From an optimization exercise on the open Yosys and OpenROAD flow, aimed at small area and a short achievable clock period; shortcuts taken in it are not production practice. Where RTL was checked, it was by simulation tests only, not by an equivalence proof against the original. For run 8, only the layout was checked, not whether the RTL still works. Power and IR drop assume default switching activity.

[run.sh]
#!/bin/bash
# synth_recipe.tcl (not shown) runs the flow's synth.tcl, then flattens the netlist and writes it again
# the make line also repeats each setting of config.mk as NAME=value (left out here)
make -C /OpenROAD-flow-scripts/flow DESIGN_CONFIG=/design/flow/config.mk WORK_HOME=/design/flow/orfs CLKGATE_MAP_FILE= SYNTH_SCRIPT=/design/flow/synth_recipe.tcl finish
[config.mk]
export PLATFORM = sky130hd
export DESIGN_NAME = MemorySystem
export DESIGN_NICKNAME = MemorySystem
export VERILOG_FILES = /design/flow/design.v
export SDC_FILE = /design/flow/constraint.sdc
export NUM_CORES = 4
export LEC_CHECK = 0
export CAP_MARGIN = 20
export CORE_MARGIN = 2
export CORE_UTILIZATION = 40
export CTS_BUF_LIST = sky130_fd_sc_hd__clkbuf_16
export CTS_CLUSTER_DIAMETER = 100
export CTS_CLUSTER_SIZE = 30
export PLACE_DENSITY = 0.6
export SETUP_SLACK_MARGIN = 5
export SLEW_MARGIN = 20
export SYNTH_HIERARCHICAL = 1
export TNS_END_PERCENT = 5
[constraint.sdc]
create_clock -name core_clock -period 10.0 [get_ports {clk}]
set_input_delay 2.0000 -clock core_clock [delete_from_list [all_inputs] [get_ports {clk}]]
set_output_delay 2.0000 -clock core_clock [all_outputs]
set_load 0.01 [all_outputs]
[design.v]
module RAM (
	input        clk,
	input        reset,
	input        we,
	input  [7:0] col_oh,
	input  [7:0] row_oh,
	input  [7:0] wdata,
	output [7:0] rdata
);
	reg [7:0] mem [0:63];
	wire [7:0] wd  = reset ? 8'd0 : wdata;
	wire [7:0] wcol_n = ~(col_oh | {8{reset}});
	wire [7:0] wrow_n = ~((row_oh & {8{we}}) | {8{reset}});
	wire [7:0] rrow = row_oh & {8{!we}};
	genvar t, s, b;
	generate
		for (t = 0; t < 8; t = t + 1) begin : row_g
			for (s = 0; s < 8; s = s + 1) begin : col_g
				wire en;
				Nor2 en_g (.a(wcol_n[s]), .b(wrow_n[t]), .y(en));
				always @(posedge clk)
					if (en)
						mem[t*8+s] <= wd;
			end
		end
	endgenerate
	wire [7:0] row [0:7];
	generate
		for (t = 0; t < 8; t = t + 1) begin : rrow_g
			for (b = 0; b < 8; b = b + 1) begin : rbit_g
				AndOr8 col_mux (
					.sel(col_oh),
					.d({mem[t*8+7][b], mem[t*8+6][b], mem[t*8+5][b], mem[t*8+4][b],
					    mem[t*8+3][b], mem[t*8+2][b], mem[t*8+1][b], mem[t*8+0][b]}),
					.y(row[t][b])
				);
			end
		end
		for (b = 0; b < 8; b = b + 1) begin : rout_g
			AndOr8 row_mux (
				.sel(rrow),
				.d({row[7][b], row[6][b], row[5][b], row[4][b],
				    row[3][b], row[2][b], row[1][b], row[0][b]}),
				.y(rdata[b])
			);
		end
	endgenerate
endmodule
module AndOr8 (
	input  [7:0] sel,
	input  [7:0] d,
	output       y
);
	assign y = |(sel & d);
endmodule
module Nor2 (
	input  a,
	input  b,
	output y
);
	assign y = ~(a | b);
endmodule
module Cache (
	input        clk,
	input        reset,
	input  [7:0] set_oh,
	input  [2:0] tag,
	output       hit
);
	reg [2:0] mru [0:7];
	reg [2:0] lru [0:7];
	reg [7:0] valid;
	wire [2:0] mru_s, lru_s;
	wire       valid_s;
	genvar b, g;
	generate
		for (b = 0; b < 3; b = b + 1) begin : sel_g
			AndOr8 mru_mux (
				.sel(set_oh),
				.d({mru[7][b], mru[6][b], mru[5][b], mru[4][b],
				    mru[3][b], mru[2][b], mru[1][b], mru[0][b]}),
				.y(mru_s[b])
			);
			AndOr8 lru_mux (
				.sel(set_oh),
				.d({lru[7][b], lru[6][b], lru[5][b], lru[4][b],
				    lru[3][b], lru[2][b], lru[1][b], lru[0][b]}),
				.y(lru_s[b])
			);
		end
	endgenerate
	AndOr8 valid_mux (.sel(set_oh), .d(valid), .y(valid_s));
	wire hit_m = valid_s && (mru_s == tag);
	wire hit_l = valid_s && (lru_s == tag);
	assign hit = hit_m || hit_l;
	wire [2:0] lru_d = valid_s ? mru_s : tag;
	generate
		for (g = 0; g < 8; g = g + 1) begin : set_g
			always @(posedge clk) begin
				if (reset)
					valid[g] <= 1'b0;
				else if (set_oh[g])
					valid[g] <= 1'b1;
				if (set_oh[g])
					mru[g] <= tag;
				if (set_oh[g] && !hit_m)
					lru[g] <= lru_d;
			end
		end
	endgenerate
endmodule
module MemorySystem	(
	input clk,
	input reset,
	input RWB,
	input [5:0] address,
	input [7:0] data,
	output hit,
	output [7:0] MemSysOut
);
	wire [7:0] set_oh = 8'd1 << address[2:0];
	wire [7:0] tag_oh = 8'd1 << address[5:3];
	Cache cache1 (
		.clk(clk), .reset(reset), .set_oh(set_oh), .tag(address[5:3]), .hit(hit)
	) ;
	RAM ram1 (
		.clk(clk), .reset(reset), .we(RWB), .col_oh(set_oh), .row_oh(tag_oh),
		.wdata(data), .rdata(MemSysOut)
	) ;
endmodule
==> run_results.csv, run 1 <==
group,metric,value,unit
hold_path,hold_depth,2,
clock_tree,clk_latency,0.57,ns
synthesis,synth_cells,1115,
clock_tree,cts_max_path_buffers,3,
global_route,antenna_found_initial,3,
timing,fin_tns_setup,0,ns
routing,via_per_inst,6.15,
timing,fin_crit,5.85,ns
global_route,grt_overflow,0,
worst_setup_path,r2r_cells,6,
routing,drt_wl_total,54.9,mm
floorplanning,core,0.0512,sq mm
timing,slew_headroom,22.5,%
synthesis,async_reset_ff_share,0,%
global_route,grtUsageTotal,19.9,%
pwr,p_per_area,184,mW/mm^2
worst_setup_path,reg2reg_to,"cache1.lru[1][2]",
floorplanning,pin_count,26,
routing,drt_iter0_markers,1575,
synthesis,yosysSeqAreaShare,82.2,%
layout,syn2layout_area_growth,14.8,%
synthesis,synth_fp_nets,1132,
clock_tree,cts.htree.levels,1,
layout,drive_above_1_share,15.8,%
routing,ant_nets,0,
pwr,p_leak,7.02,nW
worst_setup_path,start_kind,"primary input",
floorplanning,die_y,231,um
routing,drc,0,
floorplanning,die_area,0.0534,sq mm
timing,tightest_slew,1.16,ns
global_route,grt_pass1_vias,11252,
timing,final-setup-viol-count,0,
worst_setup_path,arrival,3.85,ns
place,place_congestion,0.805,
clock_tree,clk_pin_slew,0.11,ns
synthesis,yosys_warnings,12,
synthesis,yosys-top-cells-count,"edfxtp_1 (560), a22oi_1 (316), nor2_1 (88)",
timing,fin_worst_skew,0.0115,ns
timing,clock.fmax,171,MHz
worst_setup_path,crit_type,"primary input to output port",
synthesis,ys_types,22,
synthesis,synth_top_cell_area_share,81.5,%
routing,drtPass1Iterations,5,
synthesis,postSynthAreaPerCell,18.5,sq um
floorplanning,rows,83,
floorplanning,initial_utilization,40.3,%
routing,wl_per_cell,28.9,um
worst_setup_path,crit_end,"MemSysOut[0]",
synthesis,ys_seq_elements,568,
routing,vias,11685,
run,drv_cap,0,
outcome,outcome,"complete, no violations",
synthesis,ys_top_cells_by_area,"edfxtp_1 (81%), a22oi_1 (11%), nand4_1 (2.4%)",
worst_setup_path,reg2reg_slack,8.24,ns
clock_tree,cts_tree,"yes",
worst_setup_path,timing.rr.start,"cache1.mru[3][1]",
synthesis,ys.flop_type,"edfxtp_1",
pwr,ir_worst_vdd,126,uV
clock_tree,cts-root-buf,"clkbuf_16",
hold_path,hold_path_class,"flop to flop",
synthesis,synth_area,0.0206,sq mm
timing,hold_viol,0,
synthesis,synth.most_common_cell,"edfxtp_1",
floorplanning,die_width,231,um
worst_setup_path,cp_data_required_time,8.00,ns
clock_tree,cts_made_buffers,22,
global_route,grt_pass1_wl,77.7,mm
layout,nets,1229,
synthesis,synth_top_cell_by_area,"edfxtp_1",
global_route,grt_max_degree,78,
worst_setup_path,crit_path_end_kind,"output port",
synthesis,synth_edf_count,560,
clock_tree,numClockSinks,568,
timing,drv_slew,0,
timing,layout_worst_path_cycle_share,58.5,%
place,dp_hpwl,28.4,mm
timing,rsz0062_at_grt,"yes",
worst_setup_path,critical_path_peak_fanout,10,
place,portBuffers,25,
pwr,total_power,4.37,mW
worst_setup_path,critPathLaunch,"address[1]",
[per-module statistics from Yosys (local to each module, per instance)]
module,cells,cell area (sq um),times used
MemorySystem,16,130,1
Cache,93,1820,1
Nor2,1,3.75,64
RAM,547,15600,1
AndOr8,5,36.3,79
[per-stage QoR]
stage | std cells | area (sq um) | utilization [%] | hold WS (ns) | worst slack (ns)
after floorplan | 1115 | 20700 | - | 0.441 | 3.64
after global placement | 1837 | 22000 | 42.9 | 0.450 | 2.40
after detailed placement | 1837 | 22000 | 42.9 | 0.459 | 2.37
after CTS | 1892 | 23400 | 45.8 | 0.486 | 4.25
after global routing | 1899 | 23700 | 46.3 | 0.513 | 4.13
final | 1900 | 23700 | 46.3 | 0.483 | 4.15
[metal layers]
layer  track usage [%]  up-vias  part of all wire (%)
met5                 0        -                 0.022
met4              6.59        2                   3.5
met3              3.31       91                   8.2
met2              30.6      597                    46
met1              28.9     6027                    42
li1                  -     4968                     -
[cells by family after synthesis]
group           after synthesis  synth area share (%)
mux                           3                 0.164
flops                       568                  82.2
compound gates              324                  11.7
xor+xnor                      6                 0.255
buf+inv                       4                 0.145
simple gates                210                  5.50
[cell usage in the layout (no fill, tap or decap), types with 2 or more instances in the layout]
master	instances
clkdlybuf4s50_1	8
buf_4	14
nor2b_4	7
nor2b_2	3
buf_16	12
a22oi_1	242
a21oi_1	7
buf_8	3
inv_1	7
a22oi_2	74
nand4_1	80
nor3b_4	3
mux2_1	2
xnor2_1	6
and2b_2	4
and3b_2	6
and2b_1	2
buf_12	12
dfxtp_1	8
buf_2	12
nor3b_1	3
buf_6	2
and3_2	2
clkbuf_16	29
edfxtp_1	560
and2_1	8
nor2_1	88
and3b_4	3
[report_power, final]
part	internal, mW	switching (mW)	total, mW
registers	2.84	0.0568	2.90
logic	0.114	0.270	0.385
clock network	0.420	0.669	1.09
total	3.37	0.996	4.37
[sequential cells by signal (all words and copies together) (netlist names)]
name and count:
cache1.valid 8, cache1.mru 24, ram1.mem 512, cache1.lru 24
[final cells by class]
type,instances,area (sq um)
Multi-Input combinational cell,548,4180
Tap cell,680,851
Fill cell,4290,27500
Antenna cell,1,2.50
Timing Repair Buffer,72,1090
Clock inverter,8,30.0
Sequential cell,568,17000
Clock buffer,23,576
[worst min path at each step]
stage / start / end
3_3_place_gp: cache1.valid[1] / cache1.valid[1]
6_report: cache1.valid[7] / cache1.valid[7]
2_1_floorplan: cache1.valid[0] / cache1.valid[0]
5_1_grt: cache1.valid[5] / cache1.valid[5]
4_1_cts: cache1.valid[7] / cache1.valid[7]
3_5_place_dp: cache1.valid[7] / cache1.valid[7]
[worst max-delay path, stage by stage]
cell	delay [ns]
buf_16	0.12
nor3b_4	0.16
buf_12	0.16
buf_16	0.17
a22oi_2	0.19
nand4_1	0.22
a22oi_2	0.35
nand4_1	0.24
buf_2	0.22
[repair_timing]
| action | in CTS | in global routing |
|---|---|---|
| hold buffers | 0 | 0 |
| setup buffers | 10 | 1 |
| cloned | 14 | 6 |
| resized for setup | 191 | 19 |
| setup endpoints to repair | 169 | 9 |
| pin swaps | 46 | 18 |
==> run 2: changes to the inputs <==
--- a/config.mk
+++ b/config.mk
@@ -8,9 +8,9 @@
 export CAP_MARGIN = 20
 export CORE_MARGIN = 2
 export CORE_UTILIZATION = 40
-export CTS_BUF_LIST = sky130_fd_sc_hd__clkbuf_16
-export CTS_CLUSTER_DIAMETER = 100
-export CTS_CLUSTER_SIZE = 30
+export CTS_BUF_LIST = sky130_fd_sc_hd__clkbuf_8
+export CTS_CLUSTER_DIAMETER = 80
+export CTS_CLUSTER_SIZE = 16
 export PLACE_DENSITY = 0.6
 export SETUP_SLACK_MARGIN = 5
 export SLEW_MARGIN = 20
==> run 2 against run 1 <==
Sequential power is essentially flat. Largest cell class unchanged. Sequential share of layout area decreased by 0.93 points. Critical endpoint unchanged. Still clean on timing, DRC and antenna. Utilization rose by 0.61 points. Wire length grew 5.0%. Via count rose by 1.6%. Combinational power grew 4%. Setup slack got worse by 0.028 ns. Highest routed layer is now met4. Flip-flop and latch count did not move. Non-clock buffer count up 15.
==> run_results.csv, run 2 <==
group,metric,value,unit
outcome,outcome,"complete, no violations",
worst_setup_path,crit_type,"primary input to output port",
floorplanning,die_width,231,um
worst_setup_path,reg2reg_to,"cache1.lru[1][2]",
global_route,grtUsageTotal,20.9,%
routing,drt_wl_total,57.6,mm
timing,fin_worst_skew,0.0105,ns
worst_setup_path,r2r_cells,6,
layout,fin_cells,1934,
clock_tree,cts.htree.levels,2,
clock_tree,cts_made_buffers,41,
hold_path,min_to,"cache1.valid[7]",
run,drv_cap,0,
timing,drv_slew,0,
floorplanning,core,0.0512,sq mm
clock_tree,cts-root-buf,"clkbuf_8",
worst_setup_path,timing.rr.start,"cache1.mru[3][1]",
floorplanning,initial_utilization,40.3,%
worst_setup_path,arrival,3.88,ns
place,placed_cells,1837,
synthesis,synth_cells,1115,
synthesis,ys_seq_elements,568,
layout,largest_register_ff_count,512,
timing,tightest_slew,1.19,ns
routing,drtPass1Iterations,5,
layout,syn2layout_area_growth,16.3,%
synthesis,synthSimpleGateAreaFrac,5.50,%
timing,clock.fmax,170,MHz
worst_setup_path,cp_data_required_time,8.00,ns
global_route,grt_max_degree,65,
synthesis,synth_top_cell_by_area,"edfxtp_1",
worst_setup_path,critical_path_peak_fanout,7,
clock_tree,holdBufCountCts,0,
layout,final_common_cell,"edfxtp_1",
synthesis,synth_top_cell_area_share,81.5,%
global_route,grt_pass1_wl,80.6,mm
floorplanning,rows,83,
layout,final_util,46.9,%
layout,layout_common_cells,"edfxtp_1 (560), a22oi_1 (237), nor2_1 (88)",
timing,fin_tns_setup,0,ns
routing,vias,11869,
worst_setup_path,critPathLaunch,"address[1]",
synthesis,ys_types,22,
clock_tree,clk_latency,0.63,ns
place,portBuffers,25,
place,dp_hpwl,28.4,mm
timing,rsz0062_at_grt,"yes",
hold_path,hold_path_class,"flop to flop",
synthesis,synth_compound_area_share,11.7,%
synthesis,yosys-top-cells-count,"edfxtp_1 (560), a22oi_1 (316), nor2_1 (88)",
global_route,antenna_found_initial,2,
hold_path,min_from,"cache1.valid[7]",
layout,diodes,0,
clock_tree,numClockSinks,568,
clock_tree,cts_max_path_buffers,3,
worst_setup_path,reg2reg_slack,8.26,ns
layout,nets,1263,
synthesis,ys_top_cells_by_area,"edfxtp_1 (81%), a22oi_1 (11%), nand4_1 (2.4%)",
synthesis,synth.most_common_cell,"edfxtp_1",
timing,layout_worst_path_cycle_share,58.8,%
floorplanning,die_y,231,um
floorplanning,die_area,0.0534,sq mm
pwr,p_per_area,183,mW/mm^2
clock_tree,clk_pin_slew,0.10,ns
timing,hold_viol,0,
clock_tree,cts_tree,"yes",
global_route,grt_overflow,0,
synthesis,ys.flop_type,"edfxtp_1",
hold_path,hold_depth,2,
pwr,p_leak,7.17,nW
routing,via_per_inst,6.14,
synthesis,synth_edf_count,560,
global_route,grt_pass1_vias,11666,
timing,slew_headroom,20.5,%
synthesis,synthAdderAreaFrac,0,%
synthesis,synth-xor-area-share,0.255,%
synthesis,muxShareOfSynthArea,0.164,%
synthesis,synth_top_family_by_area,"compound AO/OA/AOI/OAI gates",
layout,top_regs,"ram1.mem (512), cache1.lru (24), cache1.mru (24)",
timing,final-setup-viol-count,0,
synthesis,yosysSeqAreaShare,82.2,%
synthesis,postSynthAreaPerCell,18.5,sq um
floorplanning,pin_count,26,
layout,largest-register,"ram1.mem",
place,place_congestion,0.805,
worst_setup_path,start_kind,"primary input",
timing,fin_crit,5.88,ns
synthesis,async_reset_ff_share,0,%
layout,drive_above_1_share,18.7,%
synthesis,synth_area,0.0206,sq mm
synthesis,synth_fp_nets,1132,
routing,drt_iter0_markers,1496,
routing,drc,0,
routing,ant_nets,0,
synthesis,yosys_warnings,12,
routing,wl_per_cell,29.8,um
worst_setup_path,crit_path_end_kind,"output port",
pwr,ir_worst_vdd,84.0,uV
run 2: cell counts after synthesis:
Identical to the previous run, type by type.
run 2: worst max-delay path, cell delays in order:
cell and delay [ns]:
clkbuf_16 0.14, and3b_4 0.27, buf_12 0.16, buf_12 0.13, a22oi_2 0.20, nand4_1 0.15, a22oi_2 0.34, nand4_1 0.25
buf_2 0.22
run 2: cells by family after synthesis:
| group | count (synthesis) |
|---|---|
| AOI/OAI and AO/OA | 324 |
| xor gates and xnor gates | 6 |
| buffers and inverters | 4 |
| DFF | 568 |
| muxes | 3 |
| and+or+nand+nor | 210 |
run 2: layer usage:
metal  GRT usage, %  part of all wire (%)  vias up
li1               -                     -     5030
met1           29.1                    40     6118
met2           32.0                    46      596
met3           4.40                   9.2      125
met4           9.09                   4.1        0
met5              0                     0        -
run 2: modules after synthesis (local to each module, per instance):
module,cells,flip-flops and latches
Cache,93,56
Nor2,1,0
MemorySystem,16,0
AndOr8,5,0
RAM,547,512
run 2: per-stage QoR:
stage / hold WS [ns] / cell area [sq um] / power (mW) / worst slack [ns]
4_1_cts: 0.484 / 23600 / 4.40 / 4.21
3_5_place_dp: 0.459 / 22000 / 3.28 / 2.37
6_report: 0.482 / 24000 / 4.40 / 4.12
3_3_place_gp: 0.450 / 22000 / 3.26 / 2.40
5_1_grt: 0.508 / 24000 / 4.53 / 4.12
2_1_floorplan: 0.441 / 20700 / 3.11 / 3.64
run 2: where the power goes:
part,internal (mW),total [mW],switching (mW)
registers,2.84,2.90,0.0574
clock network,0.392,1.10,0.712
logic,0.123,0.400,0.277
total,3.35,4.40,1.05
run 2: how the worst max path moves through the flow:
stage,to,cells after the start
6_report,MemSysOut[0],9
5_1_grt,MemSysOut[2],8
4_1_cts,MemSysOut[2],10
3_5_place_dp,hit,9
3_3_place_gp,hit,9
2_1_floorplan,hit,6
run 2: cell type report:
| cell class | count | area, sq um |
|---|---|---|
| Fill cell | 4307 | 27200 |
| Sequential cell | 568 | 17000 |
| Multi-Input combinational cell | 548 | 4210 |
| Timing Repair Buffer | 87 | 1340 |
| Tap cell | 680 | 851 |
| Clock buffer | 43 | 592 |
| Clock inverter | 8 | 38.8 |
run 2: timing repair:
action,CTS,global route
hold endpoints to repair,0,0
buffers inserted,13,8
gates resized for setup,208,12
cloned,16,9
pin swaps,58,12
setup endpoints to repair,65,9
==> run 3: changes to the inputs <==
--- a/config.mk
+++ b/config.mk
@@ -7,11 +7,11 @@
 export LEC_CHECK = 0
 export CAP_MARGIN = 20
 export CORE_MARGIN = 2
-export CORE_UTILIZATION = 40
+export CORE_UTILIZATION = 60
 export CTS_BUF_LIST = sky130_fd_sc_hd__clkbuf_8
 export CTS_CLUSTER_DIAMETER = 80
 export CTS_CLUSTER_SIZE = 16
-export PLACE_DENSITY = 0.6
+export PLACE_DENSITY = 0.75
 export SETUP_SLACK_MARGIN = 5
 export SLEW_MARGIN = 20
 export SYNTH_HIERARCHICAL = 1
==> run 3 against run 2 <==
Critical path depth shrank 1. Combinational power shrank 2%. Final cell count shrank 12%. Clock power is essentially flat. Synthesized cell count is the same. Die area shrank 33%. Register-to-register slack lost 0.13 ns. Clock-buffer cell count shrank 2. Design area shrank 1.4%. Utilization grew 23 points. Largest power group unchanged. Highest routed layer unchanged.
==> run_results.csv, run 3 <==
group,metric,value,unit
outcome,outcome,"complete, no violations",
place,dp_hpwl,26.9,mm
place,post-place-ws,2.45,ns
pwr,p_comb_share,9.0,%
timing,drv_slew,0,
synthesis,synth_top_family_by_area,"compound AO/OA/AOI/OAI gates",
synthesis,synth.most_common_cell,"edfxtp_1",
worst_setup_path,critical_path_peak_fanout,12,
pwr,p_per_area,184,mW/mm^2
synthesis,synthSimpleGateAreaFrac,5.50,%
pwr,swShare,23.3,%
floorplanning,initial_utilization,61.3,%
layout,final_util,70.2,%
synthesis,ys_seq_elements,568,
synthesis,muxShareOfSynthArea,0.164,%
synthesis,synth_top_cell_area_share,81.5,%
global_route,grt_overflow,0,
synthesis,yosysSeqAreaShare,82.2,%
floorplanning,die_area,0.0359,sq mm
layout,top_regs,"ram1.mem (512), cache1.lru (24), cache1.mru (24)",
global_route,grt_max_degree,65,
timing,rsz0062_at_grt,"yes",
routing,vias,12270,
synthesis,synth_fp_nets,1132,
clock_tree,cts_made_buffers,41,
synthesis,synth-xor-area-share,0.255,%
place,place_congestion,0.889,
timing,hold_viol,0,
routing,drt_wl_total,54.4,mm
global_route,antenna_found_initial,0,
clock_tree,cts.htree.levels,2,
timing,fin_crit,5.85,ns
pwr,clkPwrFrac,24.5,%
timing,setup_slack,4.15,ns
layout,drive_above_1_share,18.7,%
clock_tree,clk_latency,0.61,ns
pwr,p_leak,7.17,nW
global_route,grt_pass1_wl,78.3,mm
clock_tree,cts-root-buf,"clkbuf_8",
synthesis,synth_area,0.0206,sq mm
routing,via_per_inst,7.21,
layout,largest-register,"ram1.mem",
pwr,p_switching,1.02,mW
floorplanning,die_y,189,um
routing,drtPass1Iterations,5,
synthesis,postSynthAreaPerCell,18.5,sq um
layout,syn2layout_area_growth,14.6,%
worst_setup_path,crit_path_end_kind,"output port",
timing,clock.fmax,171,MHz
worst_setup_path,start_kind,"primary input",
clock_tree,clk_pin_slew,0.10,ns
routing,drc,0,
floorplanning,rows,67,
worst_setup_path,arrival,3.85,ns
synthesis,synth_top_cell_by_area,"edfxtp_1",
synthesis,ys_top_cells_by_area,"edfxtp_1 (81%), a22oi_1 (11%), nand4_1 (2.4%)",
routing,drt_iter0_markers,2158,
timing,final-setup-viol-count,0,
timing,fin_worst_skew,0.0268,ns
clock_tree,numClockSinks,568,
synthesis,ys_types,22,
worst_setup_path,cp_data_required_time,8.00,ns
floorplanning,pin_count,26,
layout,layout_common_cells,"edfxtp_1 (560), a22oi_1 (240), nor2_1 (88)",
clock_tree,holdBufCountCts,0,
pwr,internal_power,3.34,mW
floorplanning,core,0.0337,sq mm
layout,fin_cells,1701,
place,portBuffers,25,
synthesis,synth_edf_count,560,
timing,fin_hold_ws,0.488,ns
hold_path,hold_path_class,"flop to flop",
floorplanning,die_width,189,um
layout,largest_register_ff_count,512,
synthesis,ys.flop_type,"edfxtp_1",
timing,fin_tns_setup,0,ns
layout,nets,1260,
global_route,grt_pass1_vias,11867,
run,drv_cap,0,
layout,final_common_cell,"edfxtp_1",
pwr,ir_worst_vdd,170,uV
routing,wl_per_cell,32.0,um
pwr,total_power,4.36,mW
synthesis,yosys-top-cells-count,"edfxtp_1 (560), a22oi_1 (316), nor2_1 (88)",
synthesis,synth_compound_area_share,11.7,%
pwr,p_seq_share,66.5,%
synthesis,yosys_warnings,12,
place,dpl_cell_area,0.0217,sq mm
synthesis,synth_cells,1115,
layout,final_area,0.0237,sq mm
global_route,grtUsageTotal,30.5,%
clock_tree,cts_tree,"yes",
timing,layout_worst_path_cycle_share,58.5,%
timing,slew_headroom,17.0,%
routing,ant_nets,0,
synthesis,synthAdderAreaFrac,0,%
place,placed_cells,1603,
clock_tree,cts_max_path_buffers,3,
timing,tightest_slew,1.24,ns
worst_setup_path,crit_type,"primary input to output port",
synthesis,async_reset_ff_share,0,%
run 3: cell counts after synthesis:
No cell type changed its count.
run 3: final timing paths:
check	startpoint	to	slack (ns)	cells after the start
max	address[0]	MemSysOut[7]	4.15	8
min	cache1.valid[0]	cache1.valid[0]	0.49	2
max reg2reg	cache1.mru[2][1]	cache1.lru[0][2]	8.13	6
min reg2reg	cache1.valid[0]	cache1.valid[0]	0.49	2
run 3: critical path, cell delays in order:
cell	delay (ns)
buf_12	0.13
and3b_4	0.28
buf_16	0.18
a22oi_2	0.17
nand4_1	0.23
a22oi_2	0.39
nand4_1	0.25
buf_2	0.21
run 3: per-layer routing:
metal / vias to the layer above / track usage (%) / wire [um]
li1: 5025 / - / -
met4: 0 / 11.7 / 2420
met1: 6080 / 42.6 / 19700
met3: 177 / 7.45 / 7250
met2: 988 / 47.4 / 25000
met5: - / 0 / 0
run 3: modules after synthesis, one instance, submodules excluded:
module        area, sq um  flops+latches
RAM                 15600            512
Cache                1820             56
Nor2                 3.75              0
AndOr8               36.3              0
MemorySystem          130              0
run 3: final cells by class:
| type | count | area, sq um |
|---|---|---|
| Timing Repair Buffer | 85 | 1280 |
| Clock buffer | 41 | 564 |
| Fill cell | 2102 | 10000 |
| Clock inverter | 11 | 60.1 |
| Multi-Input combinational cell | 547 | 4220 |
| Tap cell | 448 | 561 |
| Antenna cell | 1 | 2.50 |
| Sequential cell | 568 | 17000 |
run 3: timing repair:
action                                  CTS  global route
pin swaps                                50            32
gates resized for setup                 200            30
endpoints found under the setup margin   54             9
hold endpoints to repair                  0             0
cloned                                   21             2
buffers inserted                         22             0
run 3: cells by family (layout without fill, tap and decap cells):
| family | after synthesis | after routing |
|---|---|---|
| AO/OA/AOI/OAI | 324 | 324 |
| XOR/XNOR | 6 | 6 |
| buffers and inverters | 4 | 137 |
| flip-flops | 568 | 568 |
| multiplexers | 3 | 3 |
| other | 0 | 1 |
| AND/OR/NAND/NOR | 210 | 214 |
run 3: power groups by stage:
stage	logic [mW]	registers [mW]	clock network, mW
after global routing	0.410	2.91	1.15
final	0.393	2.90	1.07
after CTS	0.380	2.89	1.07
after global placement	0.312	2.93	0
after detailed placement	0.319	2.94	0
after floorplan	0.183	2.93	0
==> run 4: changes to the inputs <==
--- a/config.mk
+++ b/config.mk
@@ -8,11 +8,11 @@
 export CAP_MARGIN = 20
 export CORE_MARGIN = 2
 export CORE_UTILIZATION = 60
-export CTS_BUF_LIST = sky130_fd_sc_hd__clkbuf_8
-export CTS_CLUSTER_DIAMETER = 80
-export CTS_CLUSTER_SIZE = 16
+export CTS_BUF_LIST = sky130_fd_sc_hd__clkbuf_16
+export CTS_CLUSTER_DIAMETER = 100
+export CTS_CLUSTER_SIZE = 30
 export PLACE_DENSITY = 0.75
-export SETUP_SLACK_MARGIN = 5
+export SETUP_SLACK_MARGIN = 4.4
 export SLEW_MARGIN = 20
 export SYNTH_HIERARCHICAL = 1
 export TNS_END_PERCENT = 5
==> run 4 against run 3 <==
Clock power hardly changed. Highest routed layer unchanged. Critical path depth is 2 higher. Sequential power hardly changed. Non-clock buffer count stayed put. Critical path type unchanged. Synthesized cell count stayed put. Largest cell class unchanged. Global-route usage is 0.94 points lower. Die area stayed put.
==> run_results.csv, run 4 <==
group,metric,value,unit
worst_setup_path,arrival,3.83,ns
run,drv_cap,0,
clock_tree,cts.htree.levels,1,
synthesis,muxShareOfSynthArea,0.164,%
clock_tree,clk_pin_slew,0.11,ns
place,portBuffers,25,
synthesis,ys_seq_elements,568,
worst_setup_path,cp_data_required_time,8.00,ns
synthesis,synth_area,0.0206,sq mm
outcome,outcome,"complete, no violations",
routing,wl_per_cell,31.8,um
worst_setup_path,crit_path_end_kind,"output port",
hold_path,hold_path_class,"flop to flop",
global_route,grt_max_degree,65,
synthesis,synth_compound_area_share,11.7,%
synthesis,ys.flop_type,"edfxtp_1",
pwr,total_power,4.37,mW
synthesis,synthAdderAreaFrac,0,%
timing,fin_worst_skew,0.0217,ns
timing,fin_crit,5.83,ns
layout,diodes,0,
layout,fin_cells,1681,
synthesis,synth_top_cell_area_share,81.5,%
pwr,internal_power,3.38,mW
layout,largest_register_ff_count,512,
floorplanning,pin_count,26,
worst_setup_path,critical_path_peak_fanout,10,
worst_setup_path,slowest_stage,"a22oi_2",
routing,ant_nets,0,
timing,tightest_slew,1.21,ns
routing,drc,0,
floorplanning,core,0.0337,sq mm
place,placed_cells,1603,
place,dp_hpwl,26.9,mm
layout,syn2layout_area_growth,14.3,%
synthesis,yosys_warnings,12,
synthesis,synth_edf_count,560,
floorplanning,die_y,189,um
worst_setup_path,crit_chain,"buf_12 > nor3b_4 > buf_8 > buf_12 > buf_16 > a22oi_2 > nand4_1 > a22oi_2 > nand4_1 > buf_2",
routing,drtPass1Iterations,6,
synthesis,async_reset_ff_share,0,%
worst_setup_path,crit_type,"primary input to output port",
floorplanning,die_width,189,um
global_route,grt_pass1_vias,11519,
timing,fin_tns_setup,0,ns
routing,drt_iter0_markers,2165,
layout,nets,1241,
layout,drive_above_1_share,17.1,%
floorplanning,rows,67,
pwr,p_leak,7.12,nW
synthesis,synthSimpleGateAreaFrac,5.50,%
pwr,p_seq_share,66.4,%
layout,largest-register,"ram1.mem",
timing,final-setup-viol-count,0,
layout,top_regs,"ram1.mem (512), cache1.lru (24), cache1.mru (24)",
clock_tree,cts-root-buf,"clkbuf_16",
synthesis,synth_cells,1115,
pwr,ir_worst_vdd,150,uV
synthesis,yosys-top-cells-count,"edfxtp_1 (560), a22oi_1 (316), nor2_1 (88)",
layout,final_common_cell,"edfxtp_1",
synthesis,postSynthAreaPerCell,18.5,sq um
pwr,p_per_area,185,mW/mm^2
layout,layout_common_cells,"edfxtp_1 (560), a22oi_1 (241), nor2_1 (88)",
pwr,p_comb_share,8.9,%
place,place_congestion,0.889,
global_route,antenna_found_initial,0,
worst_setup_path,start_kind,"primary input",
synthesis,yosysSeqAreaShare,82.2,%
global_route,grtUsageTotal,29.6,%
timing,layout_worst_path_cycle_share,58.3,%
synthesis,ys_types,22,
timing,rsz0062_at_grt,"yes",
pwr,swShare,22.6,%
clock_tree,cts_tree,"yes",
synthesis,ys_top_cells_by_area,"edfxtp_1 (81%), a22oi_1 (11%), nand4_1 (2.4%)",
floorplanning,initial_utilization,61.3,%
timing,hold_viol,0,
pwr,p_switching,988,uW
routing,drt_wl_total,53.5,mm
worst_setup_path,critPathBufInv,5,
floorplanning,die_area,0.0359,sq mm
global_route,grt_pass1_wl,76.5,mm
clock_tree,clk_latency,0.58,ns
synthesis,synth_top_cell_by_area,"edfxtp_1",
global_route,grt_overflow,0,
synthesis,synth_fp_nets,1132,
clock_tree,numClockSinks,568,
worst_setup_path,cpLargestDelayFamily,"buffers and inverters",
synthesis,synth.most_common_cell,"edfxtp_1",
timing,drv_slew,0,
worst_setup_path,cp_slowest_stage_delay,0.37,ns
routing,vias,12232,
timing,slew_headroom,18.8,%
synthesis,synth_top_family_by_area,"compound AO/OA/AOI/OAI gates",
pwr,clkPwrFrac,24.7,%
synthesis,synth-xor-area-share,0.255,%
timing,clock.fmax,171,MHz
clock_tree,cts_max_path_buffers,3,
routing,via_per_inst,7.28,
clock_tree,cts_made_buffers,22,
==> run 4: cell count changes in the layout (fill, tap and decap cells not counted), sizes merged <==
cell | before | now
inv | 10 | 9
clkbuf | 44 | 26
buf | 69 | 71
clkinvlp | 1 | 0
clkinv | 0 | 1
diode | 1 | 0
bufbuf | 4 | 2
==> run 4: stage by stage <==
stage / setup slack [ns] / utilization (%) / hold slack, ns / instance area [sq um]
floorplan: 3.64 / - / 0.441 / 20700
global placement: 2.49 / 64.3 / 0.450 / 21700
detailed placement: 2.45 / 64.3 / 0.467 / 21700
CTS: 4.26 / 69.7 / 0.497 / 23500
global route: 4.19 / 70.0 / 0.518 / 23600
finish: 4.17 / 70.0 / 0.489 / 23600
==> run 4: what timing repair did <==
item,4_1_cts,5_1_grt
gates cloned,19,2
setup buffers,22,1
endpoints found under the setup margin,9,9
pin swaps,57,24
resized for setup,210,19
hold buffers,0,0
==> run 4: layout make-up <==
type                       count  area (sq um)
sequential                   568         17000
fill                        2092         10100
multi-input combinational    547          4220
timing repair buffer          85          1220
clock buffer                  23           576
tap                          448           561
clock inverter                10          37.5
==> run 4: logic make-up (layout without fill, tap and decap cells) <==
logic type,Yosys count,after routing
AND/OR/NAND/NOR,210,214
buffers and inverters,4,118
XOR/XNOR,6,6
multiplexers,3,3
AO/OA/AOI/OAI,324,324
flip-flops,568,568
==> run 4: power groups by stage <==
stage               clock network [mW]  logic (mW)  registers, mW
finish                            1.08       0.391           2.90
global route                      1.15       0.407           2.91
CTS                               1.07       0.377           2.89
detailed placement                   0       0.319           2.94
global placement                     0       0.312           2.93
floorplan                            0       0.183           2.93
==> run 4: Yosys stat by module (local to each module, per instance) <==
module	cells inside	flops+latches	copies in the design
MemorySystem	16	0	1
Cache	93	56	1
AndOr8	5	0	79
RAM	547	512	1
Nor2	1	0	64
==> run 4: final timing paths <==
path                                       start          endpoint  slack (ns)  cells past startpoint
worst max-delay path                  address[0]      MemSysOut[3]        4.17                     10
worst min-delay path             cache1.valid[5]   cache1.valid[5]        0.49                      2
worst max register to register  cache1.mru[0][1]  cache1.lru[0][0]        8.09                      6
worst min register to register   cache1.valid[5]   cache1.valid[5]        0.49                      2
==> run 4: tightest hold or removal path: stages, from the launching register on <==
cell     delay [ns]
dfxtp_1        0.35
nor2_1         0.05
nor2_1         0.07
==> run 4: routing by layer <==
metal  vias to the layer above  track usage (%)  wire, um
met4                         0             8.88      1910
met1                      6098             43.7     19400
met5                         -                0         0
met2                       991             46.8     25300
met3                       142             4.30      6920
li1                       5001                -         -
==> run 5: changes to the inputs <==
--- a/config.mk
+++ b/config.mk
@@ -7,12 +7,12 @@
 export LEC_CHECK = 0
 export CAP_MARGIN = 20
 export CORE_MARGIN = 2
-export CORE_UTILIZATION = 60
+export CORE_UTILIZATION = 70
 export CTS_BUF_LIST = sky130_fd_sc_hd__clkbuf_16
 export CTS_CLUSTER_DIAMETER = 100
 export CTS_CLUSTER_SIZE = 30
-export PLACE_DENSITY = 0.75
-export SETUP_SLACK_MARGIN = 4.4
+export PLACE_DENSITY = 0.82
+export SETUP_SLACK_MARGIN = 5
 export SLEW_MARGIN = 20
 export SYNTH_HIERARCHICAL = 1
 export TNS_END_PERCENT = 5
==> run 5 against run 4 <==
Still clean. Power grew 0.55%. Design area shrank 0.21%. Clock power is essentially flat.
==> run_results.csv, run 5 <==
group,metric,value,unit
outcome,outcome,"complete, no violations",
synthesis,synth_top_cell_by_area,"edfxtp_1",
worst_setup_path,reg2reg_slack,8.10,ns
pwr,ir_worst_vdd,144,uV
clock_tree,clk_pin_slew,0.11,ns
routing,drt_iter0_markers,2485,
worst_setup_path,critical_path_peak_fanout,12,
synthesis,synth_fp_nets,1132,
global_route,antenna_found_initial,0,
synthesis,synth-xor-area-share,0.255,%
layout,top_regs,"ram1.mem (512), cache1.lru (24), cache1.mru (24)",
timing,final-setup-viol-count,0,
routing,drc,0,
synthesis,ys_seq_elements,568,
synthesis,yosysSeqAreaShare,82.2,%
global_route,grt_pass1_wl,77.5,mm
global_route,grt_pass1_vias,11951,
synthesis,ys_types,22,
timing,hold_viol,0,
hold_path,hold_depth,2,
layout,n_fill_cell,1296,
synthesis,synth_top_cell_area_share,81.5,%
synthesis,ys.flop_type,"edfxtp_1",
synthesis,async_reset_ff_share,0,%
pwr,p_leak,7.13,nW
worst_setup_path,crit_path_end_kind,"output port",
floorplanning,core,0.0289,sq mm
synthesis,synthAdderAreaFrac,0,%
worst_setup_path,cp_data_required_time,8.00,ns
layout,drive_above_1_share,18.4,%
synthesis,yosys_warnings,12,
routing,via_per_inst,7.94,
routing,wl_per_cell,35.5,um
synthesis,synthSimpleGateAreaFrac,5.50,%
routing,drt_wl_total,57.6,mm
clock_tree,cts_tree,"yes",
hold_path,hold_path_class,"flop to flop",
floorplanning,initial_utilization,71.5,%
synthesis,synth_edf_count,560,
place,dp_hpwl,27.1,mm
timing,fin_worst_skew,0.0153,ns
clock_tree,cts_max_path_buffers,3,
clock_tree,cts.htree.levels,1,
timing,drv_slew,0,
routing,drtPass1Iterations,9,
synthesis,muxShareOfSynthArea,0.164,%
clock_tree,clk_latency,0.58,ns
pwr,p_per_area,187,mW/mm^2
synthesis,synth_top_family_by_area,"compound AO/OA/AOI/OAI gates",
layout,diodes,0,
global_route,grt_max_degree,78,
worst_setup_path,start_kind,"primary input",
synthesis,synth.most_common_cell,"edfxtp_1",
worst_setup_path,timing.rr.start,"cache1.mru[0][0]",
place,post-place-ws,2.52,ns
layout,largest_register_ff_count,512,
timing,layout_worst_path_cycle_share,58.9,%
clock_tree,cts-root-buf,"clkbuf_16",
layout,nets,1251,
clock_tree,cts_made_buffers,22,
timing,tightest_slew,1.20,ns
hold_path,min_to,"cache1.valid[7]",
routing,vias,12905,
timing,setup_slack,4.11,ns
place,placed_cells,1537,
floorplanning,rows,62,
routing,ant_nets,0,
layout,multi_input_area,0.00424,sq mm
layout,fin_cells,1625,
place,portBuffers,25,
synthesis,ys_top_cells_by_area,"edfxtp_1 (81%), a22oi_1 (11%), nand4_1 (2.4%)",
synthesis,synth_compound_area_share,11.7,%
worst_setup_path,r2r_cells,6,
run,drv_cap,0,
timing,rsz0062_at_grt,"yes",
worst_setup_path,crit_type,"primary input to output port",
place,place_congestion,0.849,
timing,slew_headroom,19.6,%
worst_setup_path,arrival,3.89,ns
layout,largest-register,"ram1.mem",
global_route,grtUsageTotal,34.9,%
floorplanning,pin_count,26,
floorplanning,die_area,0.0309,sq mm
clock_tree,numClockSinks,568,
layout,final_common_cell,"edfxtp_1",
timing,fin_crit,5.89,ns
hold_path,min_from,"cache1.valid[7]",
synthesis,postSynthAreaPerCell,18.5,sq um
synthesis,yosys-top-cells-count,"edfxtp_1 (560), a22oi_1 (316), nor2_1 (88)",
synthesis,synth_area,0.0206,sq mm
floorplanning,die_y,176,um
timing,clock.fmax,170,MHz
layout,syn2layout_area_growth,14.1,%
worst_setup_path,reg2reg_to,"cache1.lru[0][2]",
floorplanning,die_width,176,um
timing,fin_tns_setup,0,ns
layout,layout_common_cells,"edfxtp_1 (560), a22oi_1 (239), nor2_1 (85)",
pwr,total_power,4.39,mW
synthesis,synth_cells,1115,
layout,register_area,0.0170,sq mm
global_route,grt_overflow,0,
==> run 5: cell counts after synthesis <==
No cell type changed its count.
==> run 5: repair_timing <==
item,in CTS,in global routing
gates cloned,12,9
gates resized for setup,174,50
pin swaps,55,33
setup buffers,15,21
hold buffers,0,0
setup endpoints to repair,73,9
==> run 5: worst max-delay path, stage by stage <==
cell	delay (ns)
buf_12	0.13
and3b_4	0.22
buf_4	0.17
a22oi_1	0.25
nand4_1	0.38
a22oi_2	0.34
nand4_1	0.18
buf_2	0.19
==> run 5: layout make-up <==
type | count | area share, %
Sequential cell | 568 | 72.1
Multi-Input combinational cell | 547 | 18.0
Timing Repair Buffer | 95 | 5.28
Clock buffer | 23 | 2.44
Tap cell | 384 | 2.04
Clock inverter | 8 | 0.128
==> run 5: modules after synthesis (local to each module, per instance) <==
module	area (sq um)	flops+latches
Nor2	3.75	0
Cache	1820	56
MemorySystem	130	0
AndOr8	36.3	0
RAM	15600	512
==> run 5: how the worst max path moves through the flow <==
| stage | start | end | slack, ns | cells after the start |
|---|---|---|---|---|
| finish | address[0] | MemSysOut[1] | 4.11 | 8 |
| global route | address[0] | hit | 4.09 | 10 |
| CTS | address[1] | MemSysOut[3] | 4.26 | 9 |
| detailed placement | address[1] | MemSysOut[5] | 2.52 | 8 |
| global placement | address[2] | MemSysOut[5] | 2.55 | 8 |
| floorplan | address[1] | hit | 3.64 | 6 |
==> run 5: cell families (layout without fill, tap and decap cells) <==
family | Yosys count | count (layout)
simple gates | 210 | 214
mux | 3 | 3
xor+xnor | 6 | 6
flops | 568 | 568
buf+inv | 4 | 126
compound gates | 324 | 324
==> run 5: power breakdown <==
group	leakage [nW]	switching, mW	internal [mW]
Combinational	1.75	0.281	0.121
Sequential	5.06	0.0701	2.84
Clock	0.322	0.660	0.419
==> run 5: metal layers <==
metal	part of all wire [%]	track usage [%]
met1	33	49.4
met5	0	0
met3	16	8.55
met4	5.5	13.8
met2	46	53.9
==> run 5: stage by stage <==
stage,hold WS [ns],cell area (sq um),util [%]
final,0.507,23500,81.6
after floorplan,0.441,20700,-
after CTS,0.492,23000,79.5
after global placement,0.450,21600,74.7
after global routing,0.539,23500,81.6
after detailed placement,0.466,21600,74.7
==> run 6: changes to the inputs <==
--- a/config.mk
+++ b/config.mk
@@ -7,11 +7,11 @@
 export LEC_CHECK = 0
 export CAP_MARGIN = 20
 export CORE_MARGIN = 2
-export CORE_UTILIZATION = 70
+export CORE_UTILIZATION = 50
 export CTS_BUF_LIST = sky130_fd_sc_hd__clkbuf_16
 export CTS_CLUSTER_DIAMETER = 100
 export CTS_CLUSTER_SIZE = 30
-export PLACE_DENSITY = 0.82
+export PLACE_DENSITY = 0.65
 export SETUP_SLACK_MARGIN = 5
 export SLEW_MARGIN = 20
 export SYNTH_HIERARCHICAL = 1
==> run 6 against run 5 <==
Sequential share of layout area fell by 0.49 points. Synthesized cell count did not move. Worst hold slack got worse by 0.018 ns. Clock-buffer cell count fell by 1. Synthesized area did not move. Critical path type unchanged.
==> run_results.csv, run 6 <==
group,metric,value,unit
layout,top_regs,"ram1.mem (512), cache1.lru (24), cache1.mru (24)",
worst_setup_path,arrival,3.80,ns
routing,drtPass1Iterations,5,
layout,drive_above_1_share,17.6,%
layout,register_area,0.0170,sq mm
timing,fin_worst_skew,0.00730,ns
clock_tree,cts_tree,"yes",
routing,via_per_inst,6.62,
layout,nets,1248,
layout,n_fill_cell,3028,
routing,drc,0,
synthesis,yosysSeqAreaShare,82.2,%
timing,drv_slew,0,
timing,final-setup-viol-count,0,
hold_path,hold_path_class,"flop to flop",
timing,hold_viol,0,
synthesis,synth_edf_count,560,
global_route,grtUsageTotal,24.6,%
place,dp_hpwl,28.1,mm
timing,tightest_slew,1.22,ns
worst_setup_path,cp_slowest_stage_delay,0.44,ns
timing,slew_headroom,18.5,%
synthesis,yosys-top-cells-count,"edfxtp_1 (560), a22oi_1 (316), nor2_1 (88)",
synthesis,synth_cells,1115,
worst_setup_path,critPathLaunch,"address[0]",
synthesis,yosys_warnings,12,
routing,drt_iter0_markers,1391,
clock_tree,holdBufCountCts,0,
run,drv_cap,0,
floorplanning,initial_utilization,50.6,%
floorplanning,rows,74,
synthesis,synth_fp_nets,1132,
global_route,antenna_found_initial,3,
pwr,ir_worst_vdd,135,uV
layout,layout_common_cells,"edfxtp_1 (560), a22oi_1 (239), nor2_1 (88)",
global_route,grt_max_degree,65,
floorplanning,pin_count,26,
global_route,grt_pass1_vias,11408,
pwr,p_per_area,184,mW/mm^2
worst_setup_path,critPathBufInv,3,
worst_setup_path,start_kind,"primary input",
synthesis,postSynthAreaPerCell,18.5,sq um
timing,fin_tns_setup,0,ns
worst_setup_path,crit_chain,"buf_16 > buf_4 > and3b_2 > a22oi_1 > nand4_1 > a22oi_1 > nand4_1 > buf_2",
worst_setup_path,timing.rr.start,"cache1.mru[3][2]",
worst_setup_path,critical_path_depth,8,
worst_setup_path,critical_path_peak_fanout,17,
synthesis,synth_area,0.0206,sq mm
global_route,grt_pass1_wl,77.3,mm
clock_tree,cts-root-buf,"clkbuf_16",
layout,largest-register,"ram1.mem",
clock_tree,cts.htree.levels,1,
clock_tree,clk_pin_slew,0.11,ns
floorplanning,core,0.0408,sq mm
place,place_congestion,0.818,
worst_setup_path,crit_path_end_kind,"output port",
worst_setup_path,slowest_stage,"a22oi_1",
synthesis,synth_top_cell_area_share,81.5,%
routing,ant_nets,0,
worst_setup_path,reg2reg_to,"cache1.lru[2][1]",
clock_tree,clk_latency,0.57,ns
routing,wl_per_cell,30.5,um
floorplanning,die_y,207,um
floorplanning,die_area,0.0429,sq mm
hold_path,hold_depth,2,
outcome,outcome,"complete, no violations",
worst_setup_path,crit_type,"primary input to output port",
clock_tree,cts_max_path_buffers,3,
pwr,p_leak,7.11,nW
timing,fin_crit,5.80,ns
synthesis,synth.most_common_cell,"edfxtp_1",
layout,multi_input_area,0.00422,sq mm
synthesis,ys_types,22,
worst_setup_path,crit_end,"MemSysOut[0]",
worst_setup_path,cp_data_required_time,8.00,ns
layout,final_util,58.1,%
place,dpl_cell_area,0.0218,sq mm
place,portBuffers,25,
layout,largest_register_ff_count,512,
routing,vias,11736,
worst_setup_path,reg2reg_slack,8.13,ns
global_route,grt_overflow,0,
synthesis,ys_seq_elements,568,
timing,layout_worst_path_cycle_share,58.0,%
layout,syn2layout_area_growth,14.8,%
timing,rsz0062_at_grt,"yes",
layout,final_area,0.0237,sq mm
routing,drt_wl_total,54.1,mm
layout,final_common_cell,"edfxtp_1",
synthesis,ys_top_cells_by_area,"edfxtp_1 (81%), a22oi_1 (11%), nand4_1 (2.4%)",
timing,clock.fmax,172,MHz
clock_tree,numClockSinks,568,
place,post-place-ws,2.40,ns
synthesis,async_reset_ff_share,0,%
synthesis,ys.flop_type,"edfxtp_1",
worst_setup_path,cpLargestDelayFamily,"simple AND/OR/NAND/NOR gates",
synthesis,synth_top_cell_by_area,"edfxtp_1",
clock_tree,cts_made_buffers,22,
floorplanning,die_width,207,um
worst_setup_path,r2r_cells,6,
timing,setup_slack,4.20,ns
-- run 6: changes by cell type in the layout (fill, tap and decap cells not counted), sizes merged --
cell / previous run / this run
buf: 76 / 74
diode: 0 / 3
dlygate4sd2: 0 / 2
clkinv: 1 / 2
nor3b: 6 / 7
clkdlybuf4s18: 1 / 0
clkbuf: 29 / 25
-- run 6: kinds of logic (layout without fill, tap and decap cells) --
group / after synthesis / in the layout / share of synthesized area (%)
compound gates: 324 / 324 / 11.7
xor+xnor: 6 / 6 / 0.255
buf+inv: 4 / 122 / 0.145
flops: 568 / 568 / 82.2
mux: 3 / 3 / 0.164
other cells: 0 / 3 / 0
simple gates: 210 / 215 / 5.50
-- run 6: worst min-delay path by stage --
| stage | start | end |
|---|---|---|
| after floorplan | cache1.valid[0] | cache1.valid[0] |
| after global placement | cache1.valid[6] | cache1.valid[6] |
| after detailed placement | cache1.valid[6] | cache1.valid[6] |
| after CTS | cache1.valid[6] | cache1.valid[6] |
| after global routing | cache1.valid[7] | cache1.valid[7] |
| final | cache1.valid[7] | cache1.valid[7] |
-- run 6: layout make-up --
cell class | instances | area share, %
tap | 532 | 2.81
multi-input combinational | 548 | 17.8
clock buffer | 22 | 2.32
sequential | 568 | 71.6
clock inverter | 9 | 0.195
antenna | 3 | 0.0317
timing repair buffer | 91 | 5.23
-- run 6: worst min-delay path, cell delays in order (launching register included) --
cell and delay [ns]:
dfxtp_1 0.35, nor2_1 0.05, nor2_1 0.07
-- run 6: routing by layer --
metal	GRT usage (%)	up-vias	part of all wire [%]
li1	-	5007	-
met1	34.1	6064	39
met2	39.4	577	48
met3	5.59	86	9.7
met4	7.19	2	2.8
met5	0	-	0.024
-- run 6: where the power goes --
part / leakage (nW) / internal, mW / total [mW] / switching [mW]
clock network: 0.317 / 0.406 / 1.07 / 0.666
logic: 1.73 / 0.121 / 0.387 / 0.267
registers: 5.06 / 2.84 / 2.90 / 0.0566
-- run 6: timing repair --
action	in CTS	in global routing
setup buffers	26	6
resized for setup	212	8
pin swaps	60	16
setup endpoints to repair	73	9
cloned	13	3
-- run 6: stage by stage --
stage	power (mW)	hold slack (ns)	std cells
after floorplan	3.11	0.441	1115
after global placement	3.25	0.450	1691
after detailed placement	3.27	0.459	1691
after CTS	4.35	0.485	1761
after global routing	4.48	0.508	1771
final	4.35	0.489	1773
-- run 6: per-module statistics from Yosys, one instance, submodules excluded --
module / cell area (sq um) / flops+latches / cells inside / times used
Nor2: 3.75 / 0 / 1 / 64
MemorySystem: 130 / 0 / 16 / 1
RAM: 15600 / 512 / 547 / 1
AndOr8: 36.3 / 0 / 5 / 79
Cache: 1820 / 56 / 93 / 1
==> run 7: changes to the inputs <==
==> config.mk (replaced) <==
export PLATFORM = sky130hd
export DESIGN_NAME = MemorySystem
export DESIGN_NICKNAME = MemorySystem
export VERILOG_FILES = /design/flow/design.v
export SDC_FILE = /design/flow/constraint.sdc
export NUM_CORES = 4
export LEC_CHECK = 0
export CAP_MARGIN = 5
export CORE_MARGIN = 2
export CORE_UTILIZATION = 40
export CTS_BUF_LIST = sky130_fd_sc_hd__clkbuf_16
export CTS_CLUSTER_DIAMETER = 100
export CTS_CLUSTER_SIZE = 30
export PLACE_DENSITY = 0.6
export SETUP_SLACK_MARGIN = 5
export SLEW_MARGIN = 5
export SYNTH_HIERARCHICAL = 1
export TNS_END_PERCENT = 5
==> run 7 against run 6 <==
Clock power is essentially flat. Die area grew 24%. Design area is essentially flat. Wire length grew 1.5%. Worst hold slack lost 0.0060 ns. Setup slack lost 0.049 ns. Sequential share of layout area is essentially flat. Power grew 0.35%. Clock-buffer cell count grew 1. Flip-flop and latch count is the same. Still clean. Global-route usage shrank 4.7 points.
==> run_results.csv, run 7 <==
group,metric,value,unit
outcome,outcome,"complete, no violations",
clock_tree,clk_pin_slew,0.11,ns
timing,drv_slew,0,
layout,nets,1229,
worst_setup_path,critical_path_peak_fanout,10,
floorplanning,pin_count,26,
clock_tree,numClockSinks,568,
timing,layout_worst_path_cycle_share,58.5,%
timing,fin_tns_setup,0,ns
routing,drc,0,
worst_setup_path,timing.rr.start,"cache1.mru[3][1]",
synthesis,synth_fp_nets,1132,
synthesis,yosys-top-cells-count,"edfxtp_1 (560), a22oi_1 (316), nor2_1 (88)",
global_route,grt_pass1_wl,77.7,mm
synthesis,synth_cells,1115,
pwr,swShare,22.8,%
synthesis,postSynthAreaPerCell,18.5,sq um
global_route,grt_pass1_vias,11252,
synthesis,ys_top_cells_by_area,"edfxtp_1 (81%), a22oi_1 (11%), nand4_1 (2.4%)",
routing,via_per_inst,6.15,
routing,drtPass1Iterations,5,
floorplanning,die_area,0.0534,sq mm
synthesis,ys_types,22,
synthesis,yosysSeqAreaShare,82.2,%
hold_path,hold_path_class,"flop to flop",
pwr,p_seq_share,66.3,%
floorplanning,initial_utilization,40.3,%
pwr,internal_power,3.37,mW
layout,final_common_cell,"edfxtp_1",
global_route,grt_max_degree,78,
worst_setup_path,start_kind,"primary input",
routing,drt_wl_total,54.9,mm
run,drv_cap,0,
layout,largest_register_ff_count,512,
timing,tightest_slew,1.16,ns
place,dpl_cell_area,0.0220,sq mm
global_route,antenna_found_initial,3,
global_route,grtUsageTotal,19.9,%
synthesis,synth_area,0.0206,sq mm
pwr,p_comb_share,8.8,%
floorplanning,rows,83,
synthesis,synth_edf_count,560,
timing,fin_crit,5.85,ns
pwr,clkPwrFrac,24.9,%
timing,fin_worst_skew,0.0115,ns
hold_path,min_from,"cache1.valid[7]",
pwr,p_per_area,184,mW/mm^2
clock_tree,cts_tree,"yes",
layout,top_regs,"ram1.mem (512), cache1.lru (24), cache1.mru (24)",
global_route,grt_overflow,0,
layout,layout_common_cells,"edfxtp_1 (560), a22oi_1 (242), nor2_1 (88)",
clock_tree,cts-root-buf,"clkbuf_16",
layout,register_area,0.0170,sq mm
pwr,p_leak,7.02,nW
synthesis,ys.flop_type,"edfxtp_1",
routing,vias,11685,
synthesis,yosys_warnings,12,
worst_setup_path,critPathLaunch,"address[1]",
worst_setup_path,arrival,3.85,ns
timing,final-setup-viol-count,0,
layout,largest-register,"ram1.mem",
layout,drive_above_1_share,15.8,%
timing,rsz0062_at_grt,"yes",
worst_setup_path,crit_path_end_kind,"output port",
layout,multi_input_area,0.00418,sq mm
floorplanning,die_width,231,um
synthesis,ys_seq_elements,568,
clock_tree,cts.htree.levels,1,
place,dp_hpwl,28.4,mm
worst_setup_path,crit_type,"primary input to output port",
clock_tree,clk_latency,0.57,ns
clock_tree,cts_max_path_buffers,3,
layout,n_fill_cell,4290,
layout,final_area,0.0237,sq mm
synthesis,async_reset_ff_share,0,%
timing,hold_viol,0,
worst_setup_path,reg2reg_slack,8.24,ns
layout,syn2layout_area_growth,14.8,%
place,portBuffers,25,
layout,final_util,46.3,%
pwr,ir_worst_vdd,126,uV
timing,clock.fmax,171,MHz
floorplanning,die_y,231,um
routing,drt_iter0_markers,1575,
routing,ant_nets,0,
pwr,p_switching,996,uW
routing,wl_per_cell,28.9,um
synthesis,synth.most_common_cell,"edfxtp_1",
worst_setup_path,cp_data_required_time,8.00,ns
synthesis,synth_top_cell_area_share,81.5,%
clock_tree,cts_made_buffers,22,
place,place_congestion,0.805,
floorplanning,core,0.0512,sq mm
timing,slew_headroom,22.5,%
synthesis,synth_top_cell_by_area,"edfxtp_1",
-- run 7: per-module statistics from Yosys (local to each module, per instance) --
| module | cell area (sq um) | copies in the design | flops+latches |
|---|---|---|---|
| AndOr8 | 36.3 | 79 | 0 |
| RAM | 15600 | 1 | 512 |
| Cache | 1820 | 1 | 56 |
| Nor2 | 3.75 | 64 | 0 |
| MemorySystem | 130 | 1 | 0 |
-- run 7: cells by family (layout without fill, tap and decap cells) --
family	after synthesis	in the layout	share of synthesized area (%)
compound gates	324	324	11.7
xor+xnor	6	6	0.255
buf+inv	4	103	0.145
flops	568	568	82.2
mux	3	3	0.164
other cells	0	1	0
simple gates	210	215	5.50
-- run 7: worst paths after layout --
check                      to  cells past startpoint
max              MemSysOut[0]                      9
min           cache1.valid[7]                      2
min reg2reg   cache1.valid[7]                      2
max reg2reg  cache1.lru[1][2]                      6
-- run 7: area by class of cell --
cell class	count	area share [%]
sequential	568	71.6
tap	680	3.59
timing repair buffer	72	4.58
multi-input combinational	548	17.6
clock buffer	23	2.43
antenna	1	0.0106
clock inverter	8	0.127
-- run 7: worst max-delay path, cell delays in order --
cell and delay [ns]:
buf_16 0.12, nor3b_4 0.16, buf_12 0.16, buf_16 0.17, a22oi_2 0.19, nand4_1 0.22
a22oi_2 0.35, nand4_1 0.24, buf_2 0.22
-- run 7: routing by layer --
layer | vias up | track usage [%] | part of all wire [%]
met5 | - | 0 | 0.022
met3 | 91 | 3.31 | 8.2
met4 | 2 | 6.59 | 3.5
li1 | 4968 | - | -
met2 | 597 | 30.6 | 46
met1 | 6027 | 28.9 | 42
-- run 7: stage by stage --
| step | hold WS [ns] | instances | setup slack, ns | power [mW] |
|---|---|---|---|---|
| floorplan | 0.441 | 1115 | 3.64 | 3.11 |
| global placement | 0.450 | 1837 | 2.40 | 3.26 |
| detailed placement | 0.459 | 1837 | 2.37 | 3.28 |
| CTS | 0.486 | 1892 | 4.25 | 4.37 |
| global route | 0.513 | 1899 | 4.13 | 4.49 |
| finish | 0.483 | 1900 | 4.15 | 4.37 |
-- run 7: timing repair --
action | CTS | global route
setup buffers | 10 | 1
gates resized for setup | 191 | 19
endpoints found under the setup margin | 169 | 9
hold buffers | 0 | 0
cloned | 14 | 6
pin swaps | 46 | 18
-- run 7: power by group through the flow --
stage          combinational (mW)  clock (mW)  sequential, mW
4_1_cts                     0.372        1.11            2.89
6_report                    0.385        1.09            2.90
2_1_floorplan               0.183           0            2.93
3_5_place_dp                0.331           0            2.94
3_3_place_gp                0.326           0            2.93
5_1_grt                     0.408        1.17            2.91
==> run 8: changes to the inputs <==
--- a/design.v
+++ b/design.v
@@ -11,25 +11,24 @@
 	wire [7:0] wd  = reset ? 8'd0 : wdata;
 	wire [7:0] wcol_n = ~(col_oh | {8{reset}});
 	wire [7:0] wrow_n = ~((row_oh & {8{we}}) | {8{reset}});
-	wire [7:0] rrow = row_oh & {8{!we}};
+	wire [7:0] rcol_n = ~col_oh;
+	wire [7:0] rrow_n = ~(row_oh & {8{!we}});
+	wire [7:0] row [0:7];
 	genvar t, s, b;
 	generate
 		for (t = 0; t < 8; t = t + 1) begin : row_g
+			wire [7:0] rsel;
 			for (s = 0; s < 8; s = s + 1) begin : col_g
 				wire en;
 				Nor2 en_g (.a(wcol_n[s]), .b(wrow_n[t]), .y(en));
+				Nor2 rsel_g (.a(rcol_n[s]), .b(rrow_n[t]), .y(rsel[s]));
 				always @(posedge clk)
 					if (en)
 						mem[t*8+s] <= wd;
 			end
-		end
-	endgenerate
-	wire [7:0] row [0:7];
-	generate
-		for (t = 0; t < 8; t = t + 1) begin : rrow_g
 			for (b = 0; b < 8; b = b + 1) begin : rbit_g
 				AndOr8 col_mux (
-					.sel(col_oh),
+					.sel(rsel),
 					.d({mem[t*8+7][b], mem[t*8+6][b], mem[t*8+5][b], mem[t*8+4][b],
 					    mem[t*8+3][b], mem[t*8+2][b], mem[t*8+1][b], mem[t*8+0][b]}),
 					.y(row[t][b])
@@ -37,14 +36,19 @@
 			end
 		end
 		for (b = 0; b < 8; b = b + 1) begin : rout_g
-			AndOr8 row_mux (
-				.sel(rrow),
+			Or8 row_or (
 				.d({row[7][b], row[6][b], row[5][b], row[4][b],
 				    row[3][b], row[2][b], row[1][b], row[0][b]}),
 				.y(rdata[b])
 			);
 		end
 	endgenerate
+endmodule
+module Or8 (
+	input  [7:0] d,
+	output       y
+);
+	assign y = |d;
 endmodule
 module AndOr8 (
 	input  [7:0] sel,
--- a/config.mk
+++ b/config.mk
@@ -5,7 +5,7 @@
 export SDC_FILE = /design/flow/constraint.sdc
 export NUM_CORES = 4
 export LEC_CHECK = 0
-export CAP_MARGIN = 5
+export CAP_MARGIN = 20
 export CORE_MARGIN = 2
 export CORE_UTILIZATION = 40
 export CTS_BUF_LIST = sky130_fd_sc_hd__clkbuf_16
@@ -13,6 +13,6 @@
 export CTS_CLUSTER_SIZE = 30
 export PLACE_DENSITY = 0.6
 export SETUP_SLACK_MARGIN = 5
-export SLEW_MARGIN = 5
+export SLEW_MARGIN = 20
 export SYNTH_HIERARCHICAL = 1
 export TNS_END_PERCENT = 5
==> run 8 against run 7 <==
Still clean. Setup slack worse by 0.11 ns. Utilization increased by 0.36 points. Register-to-register slack about the same. First-iteration DRC count decreased by 16%. Maximum frequency fell by 1.8%. Design area up 0.97%. Worst hold slack improved by 0.0032 ns. Non-clock buffer count stayed put. Synthesized cell count increased by 5.0%. Clock power hardly changed. Synthesized area rose by 0.46%. Largest power group unchanged.
==> run_results.csv, run 8 <==
group,metric,value,unit
outcome,outcome,"complete, no violations",
global_route,grt_overflow,0,
pwr,p_per_area,178,mW/mm^2
place,portBuffers,25,
pwr,p_switching,937,uW
synthesis,postSynthAreaPerCell,17.7,sq um
timing,tightest_slew,1.19,ns
place,dpl_cell_area,0.0224,sq mm
global_route,grt_pass1_wl,77.3,mm
timing,drv_slew,0,
global_route,grt_max_degree,65,
synthesis,synth_top_cell_by_area,"edfxtp_1",
timing,fin_tns_setup,0,ns
synthesis,ys_top_cells_by_area,"edfxtp_1 (81%), a22oi_1 (10%), nor2_1 (2.8%)",
synthesis,ys_types,22,
worst_setup_path,slowest_stage,"nor4_4",
worst_setup_path,start_kind,"primary input",
worst_setup_path,critical_path_peak_fanout,8,
floorplanning,die_y,232,um
pwr,internal_power,3.31,mW
routing,drtPass1Iterations,6,
routing,via_per_inst,6.00,
clock_tree,cts_tree,"yes",
synthesis,synth.most_common_cell,"edfxtp_1",
synthesis,synth_edf_count,560,
worst_setup_path,crit_path_end_kind,"output port",
global_route,grtUsageTotal,19.6,%
hold_path,min_from,"cache1.valid[5]",
worst_setup_path,cp_slowest_stage_delay,0.40,ns
worst_setup_path,crit_type,"primary input to output port",
synthesis,ys_seq_elements,568,
global_route,grt_pass1_vias,11171,
hold_path,hold_path_class,"flop to flop",
worst_setup_path,critPathBufInv,2,
layout,final_common_cell,"edfxtp_1",
timing,rsz0062_at_grt,"yes",
routing,ant_nets,0,
clock_tree,cts_made_buffers,22,
floorplanning,die_width,232,um
clock_tree,cts-root-buf,"clkbuf_16",
timing,final-setup-viol-count,0,
timing,clock.fmax,168,MHz
floorplanning,rows,83,
layout,layout_common_cells,"edfxtp_1 (560), a22oi_1 (223), nor2_1 (89)",
place,place_congestion,0.872,
layout,largest_register_ff_count,512,
layout,final_area,0.0239,sq mm
layout,syn2layout_area_growth,15.4,%
run,drv_cap,0,
routing,drt_wl_total,53.3,mm
synthesis,synth_cells,1171,
global_route,antenna_found_initial,1,
synthesis,synth_top_cell_area_share,81.1,%
pwr,p_comb_share,6.3,%
worst_setup_path,cp_data_required_time,8.00,ns
clock_tree,cts_max_path_buffers,3,
synthesis,yosysSeqAreaShare,81.9,%
clock_tree,clk_latency,0.59,ns
clock_tree,holdBufCountCts,0,
floorplanning,die_area,0.0537,sq mm
layout,diodes,0,
pwr,clkPwrFrac,25.4,%
place,dp_hpwl,32.0,mm
layout,largest-register,"ram1.mem",
pwr,p_leak,7.01,nW
layout,drive_above_1_share,20.9,%
pwr,swShare,22.1,%
timing,slew_headroom,20.8,%
synthesis,synth_fp_nets,1188,
synthesis,synth_area,0.0207,sq mm
synthesis,yosys_warnings,12,
[run 8: power groups by stage]
stage	Combinational (mW)	Sequential, mW	Clock (mW)
6_report	0.270	2.90	1.08
5_1_grt	0.285	2.92	1.18
4_1_cts	0.264	2.90	1.10
3_5_place_dp	0.249	2.95	0
3_3_place_gp	0.246	2.95	0
2_1_floorplan	0.129	2.93	0
[run 8: cells by family after synthesis]
kind of cell | synth area share [%]
AND/OR/NAND/NOR | 6.98
buffers and inverters | 0.271
XOR/XNOR | 0.253
AO/OA/AOI/OAI | 10.5
flip-flops | 81.9
multiplexers | 0.163
[run 8: final timing paths]
path | slack, ns | end | depth (start not counted)
worst max register to register | 8.23 | cache1.lru[4][0] | 6
worst min register to register | 0.49 | cache1.valid[5] | 2
worst max-delay path | 4.04 | MemSysOut[2] | 9
worst min-delay path | 0.49 | cache1.valid[5] | 2
[run 8: what timing repair did]
item                                    in CTS  in global routing
pin swaps                                   83                 16
endpoints found under the setup margin       9                  9
setup buffers                               22                 10
resized for setup                          201                 19
[run 8: metal layers]
layer / GRT usage (%) / part of all wire (%) / vias up
met5: 0 / 0.019 / -
met4: 6.39 / 3.6 / 2
met3: 2.65 / 6.7 / 103
met2: 31.7 / 48 / 493
met1: 27.4 / 42 / 6058
li1: - / - / 5065
[run 8: layout make-up]
type / count / area, sq um
Clock buffer: 22 / 551
Clock inverter: 11 / 53.8
Tap cell: 680 / 851
Inverter: 8 / 108
Multi-Input combinational cell: 591 / 4750
Timing Repair Buffer: 72 / 638
Sequential cell: 568 / 17000
Fill cell: 4353 / 27400
[run 8: stage by stage]
stage	hold slack [ns]	cells	power [mW]	setup WS (ns)	util (%)
after floorplan	0.441	1171	3.06	4.83	-
after global placement	0.449	1887	3.19	2.41	43.7
after detailed placement	0.465	1887	3.20	2.49	43.7
after CTS	0.491	1942	4.26	4.10	46.2
after global routing	0.506	1952	4.38	4.00	46.6
final	0.487	1952	4.25	4.04	46.6
[run 8: worst reg2reg max path, cell delays in order, from the launching register on]
cell and delay (ns):
edfxtp_1 0.38, a22oi_1 0.21, nand4_1 0.18, xnor2_1 0.22, nand4_2 0.14, buf_4 0.20
and2_1 0.20
[run 8: Yosys stat by module (local to each module, per instance)]
module | cells | flip-flops and latches | area, sq um
RAM | 555 | 512 | 15600
Cache | 93 | 56 | 1820
MemorySystem | 16 | 0 | 130
AndOr8 | 5 | 0 | 36.3
Or8 | 3 | 0 | 16.3
Nor2 | 1 | 0 | 3.75

==> afterwards: timing with drivers on the ports <==
In the flow no input, the clock included, has a driving cell. The finished layouts below were timed again as built, in two steps.
Step 1: set_driving_cell puts a clkbuf_16 on clk and a buf_2 on each other input, an assumption about the parent block.
Step 2 times the ports against the registers' clock, not the clock port: input delays grow and output delays shrink by t, the midpoint of the rising clock arrivals with the driver on.
Slacks: no drivers / after step 1 / after step 2; pairs: no drivers / after step 1.
run | t, ns | setup WS [ns]
run 1 | 0.623 | 4.150 / 4.022 / 4.022
run 2 | 0.692 | 4.123 / 3.942 / 3.942
run 3 | 0.652 | 4.152 / 4.018 / 4.018
run 4 | 0.615 | 4.165 / 4.046 / 4.046
run 5 | 0.619 | 4.114 / 3.985 / 3.985
run 6 | 0.628 | 4.199 / 4.108 / 4.108
run 7 | 0.623 | 4.150 / 4.022 / 4.022
run 8 | 0.629 | 4.045 / 3.988 / 3.988
After both steps setup and hold are still met in every run listed.
